Context: an optimization exercise on an open-source flow, tuned for small area, a short achievable clock period and few clock cycles. The choices shown serve that exercise and are no tape-out recipe.
Function was not checked in any run shown here: the RTL went through the layout flow alone.
Power and IR drop assume default switching activity.

<file path="flow/flow/run.sh">
#!/bin/bash
# Layout flow: the standard flow (standard.sh) with three changes to how the layout
# is made: timing repair aims at a larger setup slack than 0 (so it keeps shortening the
# critical paths), the port buffers are plain buffers instead of delay buffers, and clock
# tree synthesis adds no dummy loads. The clock, its period and the I/O constraints are
# the design's, unchanged.
set -euo pipefail
bash standard.sh synth > synth.log 2>&1
bash standard.sh SETUP_SLACK_MARGIN=8.8 "BUFFER_PORTS_ARGS=-buffer_cell sky130_fd_sc_hd__buf_4" \
  "CTS_ARGS=-sink_clustering_enable -repair_clock_nets -dont_use_dummy_load -buf_list sky130_fd_sc_hd__clkbuf_8 -root_buf sky130_fd_sc_hd__clkbuf_16" finish > layout.log 2>&1
</file>
<file path="flow/standard.sh">
#!/bin/bash
# synth_recipe.tcl (not shown) runs the flow's synth.tcl, then flattens the netlist and writes it again
# the make line also repeats each setting of config.mk as NAME=value (left out here)
make -C /OpenROAD-flow-scripts/flow DESIGN_CONFIG=/design/flow/config.mk WORK_HOME=/design/flow/orfs CLKGATE_MAP_FILE= SYNTH_SCRIPT=/design/flow/synth_recipe.tcl "${@:-finish}"
</file>
<file path="flow/config.mk">
export PLATFORM = sky130hd
export DESIGN_NAME = MultiCPU
export DESIGN_NICKNAME = MultiCPU
export VERILOG_FILES = /design/flow/design.v
export SDC_FILE = /design/flow/constraint.sdc
export NUM_CORES = 8
export LEC_CHECK = 0
export CAP_MARGIN = 30
export CORE_MARGIN = 2
export CORE_UTILIZATION = 40
export SLEW_MARGIN = 30
export SYNTH_HIERARCHICAL = 1
export SYNTH_MINIMUM_KEEP_SIZE = 0
</file>
<file path="flow/constraint.sdc">
create_clock -name core_clock -period 13.0 [get_ports {clk}]
set_input_delay 2.6000 -clock core_clock [delete_from_list [all_inputs] [get_ports {clk}]]
set_output_delay 2.6000 -clock core_clock [all_outputs]
set_load 0.01 [all_outputs]
</file>
<file path="flow/design.v">
`timescale 1ns / 1ps
module ALU(
    input [31:0] A,
    input [31:0] B,
    input [31:0] ALT,
    input sub,           
    input [1:0] lop,     
    input sltu,          
    input sl,            
    input sra,           
    input [5:0] rsel,
    output [31:0] res,
    output [31:0] sum,
    output eq
    );
    wire [31:0] bx = sub ? ~B : B;
    assign sum = A + bx + {31'h0, sub};
    wire lt = (A[31] ^ B[31]) ? (sltu ? B[31] : A[31]) : sum[31];
    reg [31:0] lres;
    always @(*)
        case (lop)
            2'b00: lres = A & B;
            2'b01: lres = A | B;
            2'b10: lres = A ^ B;
            default: lres = ~(A | B);
        endcase
    function [31:0] rev(input [31:0] x);
        integer k;
        for (k = 0; k < 32; k = k + 1) rev[k] = x[31 - k];
    endfunction
    wire fill = sra & A[31];
    wire big = |B[31:5];
    wire [31:0] s0 = sl ? rev(A) : A;
    wire [31:0] s1 = B[0] ? {fill, s0[31:1]} : s0;
    wire [31:0] s2 = B[1] ? {{2{fill}}, s1[31:2]} : s1;
    wire [31:0] s3 = B[2] ? {{4{fill}}, s2[31:4]} : s2;
    wire [31:0] s4 = B[3] ? {{8{fill}}, s3[31:8]} : s3;
    wire [31:0] s5 = B[4] ? {{16{fill}}, s4[31:16]} : s4;
    wire [31:0] s6 = big ? {32{fill}} : s5;
    wire [31:0] shres = sl ? rev(s6) : s6;
    assign res = ({32{rsel[0]}} & sum)
               | ({32{rsel[1]}} & lres)
               | ({32{rsel[2]}} & {31'h0, lt})
               | ({32{rsel[3]}} & shres)
               | ({32{rsel[4]}} & B)
               | ({32{rsel[5]}} & ALT);
    assign eq = (A == B);
endmodule
`timescale 1ns / 1ps
module Regs(
    input clk,
    input rst,
    input we,
    input [4:0] wa,
    input [31:0] wd,
    input [4:0] ra,
    input [4:0] rb,
    output [31:0] qa,
    output [31:0] qb
    );
    reg [31:1] v;
    wire [31:0] sela, selb;
    wire [1023:0] all;
    wire fwa = we & (wa == ra);
    wire fwb = we & (wa == rb);
    assign all[31:0] = wd;
    assign sela[0] = fwa;
    assign selb[0] = fwb;
    genvar i, b;
    generate
        for (i = 1; i < 32; i = i + 1) begin : r
            reg [31:0] d;
            always @(posedge clk)
                if (we && wa == i) d <= wd;
            assign all[32*i +: 32] = d;
            wire keep = v[i] & ~(we && wa == i);
            assign sela[i] = keep & (ra == i);
            assign selb[i] = keep & (rb == i);
        end
        for (b = 0; b < 32; b = b + 1) begin : bt
            wire [31:0] col;
            for (i = 0; i < 32; i = i + 1) begin : c
                assign col[i] = all[32*i + b];
            end
            RDSEL32 pa(.s(sela), .d(col), .q(qa[b]));
            RDSEL32 pb(.s(selb), .d(col), .q(qb[b]));
        end
    endgenerate
    always @(posedge clk or posedge rst)
        if (rst) v <= 31'h0;
        else if (we && wa != 5'd0) v[wa] <= 1'b1;
endmodule
module RDSEL32(input [31:0] s, input [31:0] d, output q);
    wire [10:0] n;
    genvar g;
    generate
        for (g = 0; g < 10; g = g + 1) begin : a
            AOI222 u(.a1(s[3*g+1]), .a2(d[3*g+1]), .b1(s[3*g+2]), .b2(d[3*g+2]),
                     .c1(s[3*g+3]), .c2(d[3*g+3]), .y(n[g]));
        end
    endgenerate
    AOI22 u10(.a1(s[31]), .a2(d[31]), .b1(s[0]), .b2(d[0]), .y(n[10]));
    NAND11OR m(.n(n), .q(q));
endmodule
module AOI222(input a1, a2, b1, b2, c1, c2, output y);
    assign y = ~((a1 & a2) | (b1 & b2) | (c1 & c2));
endmodule
module AOI22(input a1, a2, b1, b2, output y);
    assign y = ~((a1 & a2) | (b1 & b2));
endmodule
module NAND11OR(input [10:0] n, output q);
    assign q = ~(&n);
endmodule
`timescale 1ns / 1ps
module MultiCPU(
    input clk,
    input reset,
    input [31:0] Data_in,
    output mem_w,
    output [2:0] RAMCtrl,
    output [31:0] Data_out,
    output [31:0] Addr_out
    );
    reg [31:0] AR;       
    reg [31:0] FA;       
    reg        isdata;   
    reg        mw_r;
    reg [2:0]  rc_r;
    reg [31:0] IR, SK;
    reg [31:0] NPCD;     
    reg        IRV, SKV;
    reg        EV;
    reg [31:0] A, B, ALT;
    reg        bypA, bypB, bypT;
    reg [4:0]  rdE;
    reg        weE, memE, stE, phE;
    reg [2:0]  modeE;
    reg        subE, sltuE, slE, sraE;
    reg [1:0]  lopE;
    reg [5:0]  rselE;
    reg        brE, predE, jrE, off1E;
    reg [1:0]  brkE;     
    reg [31:0] R;
    reg [4:0]  rdW;
    reg        weW;
    assign Addr_out = AR;
    assign mem_w    = mw_r;
    assign RAMCtrl  = rc_r;
    assign Data_out = ALT;
    wire [31:0] ea = bypA ? R : A;
    wire [31:0] eb = bypB ? R : B;
    wire [31:0] res, sum;
    wire eq;
    ALU alu(.A(ea), .B(eb), .ALT(ALT), .sub(subE), .lop(lopE), .sltu(sltuE), .sl(slE),
            .sra(sraE), .rsel(rselE), .res(res), .sum(sum), .eq(eq));
    wire e_stall = EV & memE & ~phE;                  
    wire cond = brkE[1] ? ~ea[31] : (brkE[0] ? ~eq : eq);
    wire e_skip = EV & brE & ~predE & cond & off1E & IRV & ~pt(IR);
    wire e_redirect = EV & (jrE | (brE & (cond ^ predE) & ~e_skip));
    wire [31:0] e_target = jrE ? sum : ALT;
    wire e_wr = EV & weE & ~e_stall;                  
    wire [5:0] op = IR[31:26];
    wire [5:0] fn = IR[5:0];
    wire [4:0] rs = IR[25:21];
    wire [4:0] rt = IR[20:16];
    wire [4:0] rd = IR[15:11];
    wire [4:0] sa = IR[10:6];
    wire [15:0] imm = IR[15:0];
    wire [31:0] simm = {{16{imm[15]}}, imm};
    wire isR    = (op == 6'b000000);
    wire r_jr   = isR & (fn == 6'b001000);
    wire r_jalr = isR & (fn == 6'b001001);
    wire r_shi  = isR & (fn[5:2] == 4'b0000);         
    wire r_sh   = isR & (fn[5:3] == 3'b000);          
    wire r_log  = isR & (fn[5:2] == 4'b1001);
    wire r_slt  = isR & (fn[5:1] == 5'b10101);
    wire isImm  = (op[5:3] == 3'b001) & (op != 6'b001111);
    wire i_log  = isImm & op[2];
    wire i_slt  = isImm & (op[2:1] == 2'b01);
    wire isLui  = (op == 6'b001111);
    wire isLd   = (op[5:3] == 3'b100);
    wire isSt   = (op[5:3] == 3'b101);
    wire isMem  = op[5];
    wire isBeq  = (op == 6'b000100);
    wire isBne  = (op == 6'b000101);
    wire isBgez = (op == 6'b000001);
    wire isJ    = (op == 6'b000010);
    wire isJal  = (op == 6'b000011);
    wire isBr   = isBeq | isBne | isBgez;
    wire [4:0]  wa_d = r_jalr | isJal | isBgez ? 5'd31 : isR ? rd : rt;
    wire        we_d = (isR & ~r_jr) | isImm | isLui | isLd | isJal | isBgez;
    wire [31:0] qa, qb;
    Regs regs(.clk(clk), .rst(reset), .we(weW), .wa(rdW), .wd(R),
              .ra(rs), .rb(rt), .qa(qa), .qb(qb));
    wire [31:0] rsv = qa;
    wire [31:0] rtv = qb;
    wire [31:0] btarget = NPCD + {simm[30:0], 1'b0};
    wire d_pt = pt(IR);
    wire br_pt = isBr & (imm[15:7] == 9'h1ff);       
    wire d_adv = IRV & ~e_stall;
    wire d_jr  = (r_jr | r_jalr) & (rt == 5'd0) & ~(e_wr & (rdE == rs));
    wire d_jrr = d_adv & d_jr & ~e_redirect;
    wire b_rt = (isR & ~r_shi) | isBeq | isBne;
    wire [31:0] b_d = (isJal | isBgez) ? NPCD :
                      isLui ? {imm, 16'h0} :
                      r_shi ? {27'h0, sa} :
                      b_rt ? rtv : simm;
    wire [31:0] alt_d = isSt ? rtv : (isBr & ~br_pt) ? btarget : NPCD;
    wire [5:0] rsel_d;
    assign rsel_d[1] = r_log | i_log;
    assign rsel_d[2] = r_slt | i_slt;
    assign rsel_d[3] = r_sh;
    assign rsel_d[4] = isLui | isJal | isBgez;
    assign rsel_d[5] = r_jalr;
    assign rsel_d[0] = ~(rsel_d[1] | rsel_d[2] | rsel_d[3] | rsel_d[4] | rsel_d[5]);
    wire sub_d  = isR ? (fn[5] & fn[1]) : (op[5:1] == 5'b00101);
    wire [1:0] lop_d = isR ? fn[1:0] : op[1:0];
    wire sltu_d = isR ? fn[0] : op[0];
    wire [2:0] mode_d = op[2] ? {2'b10, op[0]} : op[1] ? {2'b00, ~op[0]} : {2'b11, op[0]};
    function pt(input [31:0] w);
        pt = ((w[31:26] == 6'b000100 || w[31:26] == 6'b000101 || w[31:26] == 6'b000001) &&
              w[15:7] == 9'h1ff)
           || w[31:27] == 5'b00001;
    endfunction
    wire [31:0] FA2 = FA + 32'd2;
    wire        fpt = pt(Data_in);
    wire [7:0]  flo;
    wire        fco;
    ADD8C1 flo_add(.a(FA[8:1]), .b(Data_in[7:0]), .s(flo), .co(fco));
    wire [22:0] fhi_m = FA[31:9] - 23'd1;
    wire [31:0] ftarget = (Data_in[31:27] == 5'b00001) ? {FA2[31:27], Data_in[25:0], 1'b0} :
                          {fco ? FA[31:9] : fhi_m, flo, 1'b0};
    wire full     = ~d_adv & IRV & SKV;
    wire room     = ~full & ~(d_adv & SKV & pt(SK)) & ~(~d_adv & IRV & ~SKV & d_pt);
    wire fetch_ok = ~isdata & ~e_redirect & ~d_jrr & room;
    wire [31:0] NPCD2 = NPCD + 32'd2;
    wire [31:0] FA_next = e_redirect ? e_target :
                          d_jrr ? rsv :
                          ~fetch_ok ? FA :
                          fpt ? ftarget : FA2;
    wire [31:0] AR_next = e_stall ? sum : FA_next;
    always @(posedge clk or posedge reset) begin
        if (reset) begin
            AR <= 32'h0;
            FA <= 32'h0;
            isdata <= 1'b0;
            mw_r <= 1'b0;
            rc_r <= 3'b000;
            IRV <= 1'b0;
            SKV <= 1'b0;
            EV <= 1'b0;
            phE <= 1'b0;
            weW <= 1'b0;
        end else begin
            AR <= AR_next;
            FA <= FA_next;
            isdata <= e_stall;
            mw_r <= e_stall & stE;
            rc_r <= e_stall ? modeE : 3'b000;
            if (e_redirect | d_jrr) begin
                IRV <= 1'b0;
                SKV <= 1'b0;
            end else if (d_adv) begin
                if (SKV) begin
                    IRV <= 1'b1;
                    SKV <= fetch_ok;
                end else begin
                    IRV <= fetch_ok;
                end
            end else if (!IRV) begin
                IRV <= fetch_ok;
            end else if (!SKV) begin
                SKV <= fetch_ok;
            end
            EV <= e_stall | (d_adv & ~e_redirect & ~e_skip);
            phE <= e_stall;
            weW <= e_wr;
        end
    end
    always @(posedge clk) begin
        if (d_adv) begin
            if (SKV) begin
                IR <= SK;
                NPCD <= NPCD2;
                SK <= Data_in;
            end else begin
                IR <= Data_in;
                NPCD <= FA2;
            end
        end else if (!IRV) begin
            IR <= Data_in;
            NPCD <= FA2;
        end else if (!SKV) begin
            SK <= Data_in;
        end
    end
    always @(posedge clk) begin
        A <= rsv;
        B <= b_d;
        bypA <= e_wr & (rdE == rs);
        bypB <= e_wr & (rdE == rt) & b_rt;
        R <= memE ? Data_in : res;
        rdW <= rdE;
        if (!e_stall) begin
            ALT <= alt_d;
            bypT <= e_wr & (rdE == rt);
            rdE <= wa_d;
            weE <= we_d & (wa_d != 5'd0);
            memE <= isMem;
            stE <= isSt;
            modeE <= mode_d;
            subE <= sub_d;
            sltuE <= sltu_d;
            slE <= ~fn[1];
            sraE <= fn[0];
            lopE <= lop_d;
            rselE <= rsel_d;
            brE <= isBr;
            brkE <= {isBgez, isBne};
            predE <= br_pt;
            jrE <= (r_jr | r_jalr) & ~d_jr;
            off1E <= (imm == 16'h0001);
        end else if (bypT) begin
            ALT <= R;            
        end
    end
endmodule
module ADD8C1(input [7:0] a, input [7:0] b, output [7:0] s, output co);
    wire [7:0] g = a & b;
    wire [7:0] p = a ^ b;
    wire [7:0] g0 = {g[7:1], g[0] | p[0]};
    wire [7:0] p0 = p;
    wire [7:0] g1, p1, g2, p2, g3;
    genvar i;
    generate
        for (i = 0; i < 8; i = i + 1) begin : l1
            if (i >= 1) begin : x
                assign g1[i] = g0[i] | (p0[i] & g0[i-1]);
                assign p1[i] = p0[i] & p0[i-1];
            end else begin : y
                assign g1[i] = g0[i];
                assign p1[i] = p0[i];
            end
        end
        for (i = 0; i < 8; i = i + 1) begin : l2
            if (i >= 2) begin : x
                assign g2[i] = g1[i] | (p1[i] & g1[i-2]);
                assign p2[i] = p1[i] & p1[i-2];
            end else begin : y
                assign g2[i] = g1[i];
                assign p2[i] = p1[i];
            end
        end
        for (i = 0; i < 8; i = i + 1) begin : l3
            if (i >= 4) begin : x
                assign g3[i] = g2[i] | (p2[i] & g2[i-4]);
            end else begin : y
                assign g3[i] = g2[i];
            end
        end
    endgenerate
    assign s = p ^ {g3[6:0], 1'b1};
    assign co = g3[7];
endmodule
</file>
==> results of run 1 <==
timing repair:
item,in CTS,in global routing
cloned,11,14
endpoints found under the setup margin,217,122
endpoints found under the hold margin,0,0
pin swaps,78,87
resized for setup,270,195
buffers inserted,81,50
synthesized netlist by cell type, types with 22 or more instances:
cell / instances
edfxtp_1: 1149
a222oi_1: 669
nand2_1: 456
a21oi_1: 242
nor2_1: 231
o21ai_0: 206
clkbuf_1: 163
nand4_1: 163
ha_1: 151
inv_1: 145
mux2_2: 143
nand3_1: 143
nor3_1: 108
xor2_1: 106
dfrtp_1: 104
dfxtp_1: 103
or3_1: 84
xnor2_1: 81
mux2i_1: 71
a22oi_2: 64
nand2b_1: 57
and2_1: 50
a21o_1: 45
o21ai_1: 45
o211ai_1: 41
and3_1: 38
nor4_1: 38
a211oi_1: 36
nor2b_1: 35
buf_1: 34
o22ai_1: 33
a41o_1: 32
buf_2: 26
a221oi_1: 23
a221o_1: 22
state kept, by name, summed over array words and instances, names as in the netlist, 2 cells and up:
register	cells
regs.r.d	992
ALT	32
AR	32
A	32
B	32
FA	32
IR	32
NPCD	32
R	32
SK	32
regs.v	31
rselE	6
rdE	5
rdW	5
modeE	3
rc_r	3
brkE	2
lopE	2
power by group:
part | total [mW] | switching, mW | internal (mW)
registers | 7.05 | 0.986 | 6.06
logic | 11.0 | 7.48 | 3.52
clock network | 3.06 | 1.58 | 1.48
total | 21.1 | 10.0 | 11.1
worst paths after layout:
check                           cells past startpoint      end       start  slack (ns)
worst max-delay path                               15   FA[27]  Data_in[5]        8.01
worst min-delay path                                1  rc_r[0]    modeE[0]        0.45
worst max register to register                     14   AR[24]         weW        8.63
worst min register to register                      1  rc_r[0]    modeE[0]        0.45
max in group asynchronous                           3    AR[8]       reset       10.13
min in group asynchronous                           2   isdata       reset        1.89
Yosys stat by module (local to each module, per instance), a selection:
module    cells  times used
ADD8C1       43           1
ALU        1115           1
AOI22         1          64
AOI222        1         640
MultiCPU   1973           1
NAND11OR      4          64
Regs       1340           1
kinds of logic after synthesis:
family                   after synthesis  share of synthesized area
XOR/XNOR                             189                    0.02451
AO/OA/AOI/OAI                       1620                     0.1940
multiplexers                         252                    0.04696
buffers and inverters                383                    0.02291
AND/OR/NAND/NOR                     1477                     0.1083
adder cells (fa/ha/maj)              154                    0.02860
flip-flops                          1356                     0.5747
critical path, cell delays in order:
cell and delay, ns:
buf_4 0.13, ha_1 0.22, or3_1 0.37, a211oi_2 0.23, a21oi_2 0.09, buf_4 0.16, nand2b_4 0.15, nor2_4 0.10
nand4_1 0.24, or3_4 0.46, buf_4 0.16, o31ai_4 0.20, nand2_1 0.12, xor2_2 0.20, a221oi_2 0.27
metrics by stage:
step	worst slack, ns	power (mW)	instance area, um2
after global placement	6.796	16.51	73030
final	8.012	21.10	79610
after global routing	7.914	21.57	79570
after floorplan	7.330	12.12	68580
after CTS	8.120	20.15	78090
after detailed placement	6.802	16.53	73040
routing by layer:
| metal | wire length, um | track usage | vias to the layer above | part of all wire |
|---|---|---|---|---|
| li1 | - | - | 23600 | - |
| met1 | 114600 | 0.4523 | 29390 | 0.36 |
| met2 | 138000 | 0.5255 | 4955 | 0.43 |
| met3 | 42640 | 0.09223 | 1034 | 0.13 |
| met4 | 27280 | 0.2171 | 12 | 0.085 |
| met5 | 82 | 0 | - | 0.00025 |
layout make-up:
type / count / area share
Tap cell: 2218 / 0.03486
Multi-Input combinational cell: 3697 / 0.3705
Timing Repair Buffer: 443 / 0.05592
Clock buffer: 220 / 0.03817
Sequential cell: 1356 / 0.4925
Inverter: 149 / 0.007465
Antenna cell: 17 / 0.0005343
==> summary.txt, run 1 <==
Timing
  • Crit share post-route: 0.3837
  • Max-slew headroom: 0.2436
  • Skew final: 0.1848 ns
  • Fmax achieved: 0.2005 GHz
  • Worst hold margin: 0.4498 ns
  • Final Critical Period: 4.988 ns
  • Worst-Margin Slew: 1.123 ns
  • RSZ-0062 raised after global routing: true
  • Final setup fails: 0
  • Setup TNS Final: 0 ns
  • Final Hold Fails: 0
  • Slew Viols, Final: 0

Outcome
  • SO Viols: antenna rules
  • Status: complete, but fails checks

Cells and area
  • Area Growth Syn to Fin: 16.81%
  • Area of the multi-input gates: 29500 um2
  • Share of layout cells above drive strength 1: 0.2143
  • Fillers: 15170
  • # nets final: 6055
  • Post-layout util: 0.4703
  • Leading cell type in the layout, fill and taps excluded: edfxtp_1
  • Seq. cell area: 39210 um2
  • Fin cells: 8100
  • Most frequent cells in the layout: 1149 x edfxtp_1, 669 x a222oi_1, 449 x nand2_1

Logic synthesis
  • Yosys top cell by area: edfxtp_1
  • Register bit total from synthesis: 1356
  • Unique cell type count in the Yosys netlist: 117
  • Syn_area_per_cell: 12.55 um2
  • Yosys top cell area share: 0.5062
  • Synthesized cell area: 68160 um2
  • Synth Net Count: 5619
  • Ranking of synthesized cells by area: edfxtp_1 51%, a222oi_1 9.8%, dfrtp_1 3.8%
  • Post-synth top flop: edfxtp_1
  • Cells after synthesis: 5431
  • Post-synth EDFFs: 1149
  • Register area share after synthesis: 0.5747
  • Fraction of registers with async set/reset: 0.07670
  • Synth warn: 9

GRT
  • Global-route wire length before repair: 428800 um
  • Initial antenna violation count: 30
  • Total track usage: 0.3504
  • Largest net degree at the start of global routing: 80
  • Total global routing overflow: 0
  • Vias in the first global route: 54090

Detailed routing
  • Via density: 7.282
  • DRT Wirelength: 322600 um
  • Average wire per standard cell: 39.83 um
  • Post-route ant nets: 1
  • DR vias: 58990
  • Remaining DRCs: 0
  • DRT Pass-1 Iters: 13
  • DRT iter0 DRCs: 13800

Die
  • Die area: 173700 um2
  • Num rows: 151
  • Die width: 416.8 um
  • Die H: 416.8 um
  • Starting density of the core: 0.4026
  • Placeable Area: 169300 um2
  • IO Pins: 102

Clocking
  • H-tree Lvls: 4
  • Clock latency on the worst-skew pair: 0.87 ns
  • CTS tree: yes
  • Worst-path clk slew: 0.05 ns
  • Root Buffer: clkbuf_16
  • CTS Buf Count: 220
  • Hold buffers post-CTS: 0
  • Clock Sinks: 1356
  • Clock Path Buffers: 3

Place
  • Port Buffers: 101
  • Routability Congestion: 1.004
  • Post-DP HPWL: 205700 um
  • Cell total after placement: 7707

Worst setup path
  • CP endpoint kind: flip-flop
  • Worst Path Required: 13.72 ns
  • Startpoint types: primary input
  • CP max FO: 5
  • Arrival time worst endpoint: 5.71 ns
  • CP Class: primary input to flip-flop

Hold path
  • HP Class: flip-flop to flip-flop

Power
  • Peak supply drop: 0.1913 mV
  • Cell leakage power: 28.08 nW
  • Pwr Density: 265.0 nW/um2

Run
  • Max Cap Violations: 0
==> run 2, diff against run 1 <==
--- a/flow/design.v
+++ b/flow/design.v
@@ -228,5 +228,6 @@
     wire        fco;
     ADD8C1 flo_add(.a(FA[8:1]), .b(Data_in[7:0]), .s(flo), .co(fco));
-    wire [22:0] fhi_m = FA[31:9] - 23'd1;
+    wire [22:0] fhi_m;
+    DEC23 fdec(.a(FA[31:9]), .y(fhi_m));    
     wire [31:0] ftarget = (Data_in[31:27] == 5'b00001) ? {FA2[31:27], Data_in[25:0], 1'b0} :
                           {fco ? FA[31:9] : fhi_m, flo, 1'b0};
@@ -363,2 +364,5 @@
     assign co = g3[7];
 endmodule
+module DEC23(input [22:0] a, output [22:0] y);
+    assign y = a - 23'd1;
+endmodule
==> summary.txt, run 2 <==
Detailed routing
  • DRT iter0 DRCs: 13630
  • Via density: 7.417
  • Max layer used: met5
  • Metal1 wirelength: 112700 um
  • Post-route ant nets: 0
  • DR vias: 60720
  • DRT Wirelength: 330100 um
  • Remaining DRCs: 0
  • WL met2: 142100 um
  • Wire length on met3: 45820 um
  • Average wire per standard cell: 40.32 um
  • DRT Pass-1 Iters: 14

Cells and area
  • # nets final: 6133
  • Most flops, register: regs.r.d
  • Most frequent cells in the layout: 1149 x edfxtp_1, 669 x a222oi_1, 370 x nand2_1
  • Area Growth Syn to Fin: 19.33%
  • Share of layout cells above drive strength 1: 0.2429
  • Fillers: 15010
  • Max reg flops: 992
  • Post-layout util: 0.4817
  • Leading cell type in the layout, fill and taps excluded: edfxtp_1

Die
  • IO Pins: 102
  • Num rows: 151
  • Die width: 417.8 um
  • Die H: 417.8 um
  • Starting density of the core: 0.4037
  • Placeable Area: 169700 um2
  • Die area: 174600 um2

Logic synthesis
  • Synth warn: 9
  • Synth top cells by count: 1149 x edfxtp_1, 669 x a222oi_1, 377 x nand2_1
  • Synth Net Count: 5611
  • Ranking of synthesized cells by area: edfxtp_1 50%, a222oi_1 9.8%, dfrtp_1 3.8%
  • Post-synth top flop: edfxtp_1
  • Register bit total from synthesis: 1356
  • Count leader, synth: edfxtp_1
  • Yosys top cell by area: edfxtp_1
  • Fraction of registers with async set/reset: 0.07670
  • Unique cell type count in the Yosys netlist: 113
  • Yosys top cell area share: 0.5037
  • Synthesized cell area: 68490 um2
  • Cells after synthesis: 5424
  • Syn_area_per_cell: 12.63 um2
  • Register area share after synthesis: 0.5718
  • Post-synth EDFFs: 1149

Timing
  • Slew Viols, Final: 0
  • Worst-Margin Slew: 1.045 ns
  • Final Critical Period: 4.631 ns
  • Setup TNS Final: 0 ns
  • RSZ-0062 raised after global routing: true
  • Skew final: 0.1664 ns
  • Final Hold Fails: 0
  • Crit share post-route: 0.3562
  • Final setup fails: 0
  • Max-slew headroom: 0.2985
  • Fmax achieved: 0.2159 GHz

Power
  • Int Power: 11.56 mW
  • Part of the power in the clock network: 0.140
  • Sw frac: 0.4741
  • Net Sw Power: 10.42 mW
  • Peak supply drop: 0.1348 mV
  • Pwr Density: 269.0 nW/um2
  • Total power: 21.99 mW
  • Cell leakage power: 28.78 nW
  • Reg power frac: 0.319
  • Gate power share: 0.541

Worst setup path
  • Family with the most delay on the worst path: compound AO/OA/AOI/OAI gates
  • Worst Path Required: 13.67 ns
  • CP Class: primary input to flip-flop
  • CP endpoint kind: flip-flop
  • Startpoint types: primary input
  • CP max FO: 6
  • Crit-path max cell delay: 0.36 ns
  • CP max stage cell: fa_2
  • Buf+Inv Stages, Crit Path: 3
  • Arrival time worst endpoint: 5.31 ns
  • CP cell instances: buf_12, inv_12, ha_4, fa_2, nor2b_4, o21ai_2, a21oi_2, a211oi_2, a21oi_4, buf_12, mux2i_1, nor2_1, a221oi_2, a211oi_2, a21oi_2, nand2_1, a32o_1

Place
  • Routability Congestion: 1.022
  • Post-DP HPWL: 205700 um
  • Port Buffers: 101

Clocking
  • Clock Sinks: 1356
  • CTS tree: yes
  • Clock latency on the worst-skew pair: 0.92 ns
  • Hold buffers post-CTS: 0
  • H-tree Lvls: 4
  • Root Buffer: clkbuf_16
  • CTS Buf Count: 222
  • Clock Path Buffers: 3
  • Worst-path clk slew: 0.06 ns

GRT
  • Global-route wire length before repair: 439200 um
  • Total track usage: 0.3578
  • Initial antenna violation count: 37
  • Vias in the first global route: 55010
  • Largest net degree at the start of global routing: 93
  • Total global routing overflow: 0

Hold path
  • HP Class: flip-flop to flip-flop

Outcome
  • Status: complete, no violations

Run
  • Max Cap Violations: 0
run 2: changes by cell type in the layout (fill, tap and decap cells not counted), sizes merged, moves of 7 or more:
cell	previous run	this run
mux2	144	176
a211oi	37	29
a32o	0	13
a21oi	243	253
nand2	456	377
diode	17	25
mux2i	73	80
buf	416	499
nor4	41	51
nand3	143	155
o22ai	34	24
run 2: path summary, 6_finish.rpt:
path                            startpoint  endpoint  slack (ns)  cells after the start
max in group asynchronous            reset    FA[31]       10.26                      4
worst max-delay path            Data_in[0]    AR[12]        8.37                     17
worst min-delay path                rdE[1]    rdW[1]        0.49                      0
min in group asynchronous            reset   rc_r[2]        1.81                      2
worst min register to register      rdE[1]    rdW[1]        0.49                      0
worst max register to register      rdW[3]    AR[14]        8.63                     14
run 2: per-module statistics from Yosys (local to each module, per instance), excerpt:
module	flip-flops and latches	cells	area (um2)	times used
Regs	1023	1340	32660	1
MultiCPU	333	1905	18580	1
ALU	0	1115	7731	1
DEC23	0	61	436.7	1
ADD8C1	0	43	359.1	1
NAND11OR	0	4	23.77	64
AOI22	0	1	12.51	64
AOI222	0	1	10.01	640
run 2: what timing repair did:
action,4_1_cts,5_1_grt
resized for setup,362,258
setup buffers,96,118
pin swaps,65,98
gates cloned,21,17
endpoints found under the setup margin,220,111
run 2: logic make-up (layout without fill, tap and decap cells):
| family | after synthesis | count (layout) | synth area share |
|---|---|---|---|
| DFF | 1356 | 1356 | 0.5718 |
| AOI/OAI and AO/OA | 1622 | 1626 | 0.1929 |
| other | 0 | 25 | 0 |
| buffers and inverters | 382 | 896 | 0.02285 |
| adders and majority gates | 153 | 153 | 0.02828 |
| xor gates and xnor gates | 189 | 189 | 0.02439 |
| and+or+nand+nor | 1432 | 1433 | 0.1069 |
| muxes | 290 | 291 | 0.05285 |
run 2: area by class of cell:
type,instances,area (um2),area share
sequential,1356,39210,0.4797
multi-input combinational,3692,30420,0.3722
antenna,25,62.56,0.0007654
inverter,149,613.1,0.007501
clock buffer,222,3067,0.03752
timing repair buffer,525,5585,0.06834
tap,2218,2775,0.03395
run 2: per-layer routing:
metal,global-route usage,vias to the layer above
met4,0.2403,24
met3,0.1084,1299
met1,0.4451,29900
met2,0.5366,5665
li1,-,23840
met5,0,-
run 2: stage by stage:
stage	setup slack, ns	instance area [um2]	hold slack, ns	cells
after floorplan	7.964	68990	0.4075	5424
after global placement	6.912	73270	0.4682	7685
after detailed placement	7.061	73370	0.4419	7688
after CTS	8.488	79220	0.4809	8027
after global routing	8.273	81680	0.4876	8166
final	8.369	81730	0.4874	8187
run 2: power by group through the flow:
stage,clock (mW),sequential (mW),combinational [mW]
6_report,3.09,7.01,11.9
5_1_grt,3.27,7.01,12.1
4_1_cts,3.10,6.99,10.5
3_5_place_dp,0,7.21,9.42
3_3_place_gp,0,7.21,9.39
2_1_floorplan,0,6.82,5.34

==> separate check: timing with driven ports <==
The flow's constraints put no driver on any port. The routed layouts listed below were extracted and timed again, unchanged, in two steps. Step 1 assumes that a clkbuf_16 drives the clock port and a buf_2 every other input. Step 2 adds t to the input delays and takes it off the output delays; t is the mean of the earliest and latest rising clock arrival at the registers after step 1. Input paths then give back, and output paths get back, about the clock's delay inside the block. Slacks: ideal / step 1 / step 2; pairs: ideal / step 1.
| run | t (ns) | setup WS [ns] | latest minus earliest clock arrival (ns) | worst slew at a driven data input, ns | cell pins on the clock port's net |
|---|---|---|---|---|---|
| run 1 | 0.854 | 8.012 / 8.046 / 7.192 | 0.186 / 0.186 | 0.06 | 1 |
| run 2 | 0.892 | 8.369 / 8.383 / 7.491 | 0.207 / 0.206 | 0.06 | 1 |
For run 2, which loses most, drivers alone change the setup slack by +0.014 ns; drivers and shift together by -0.878 ns.
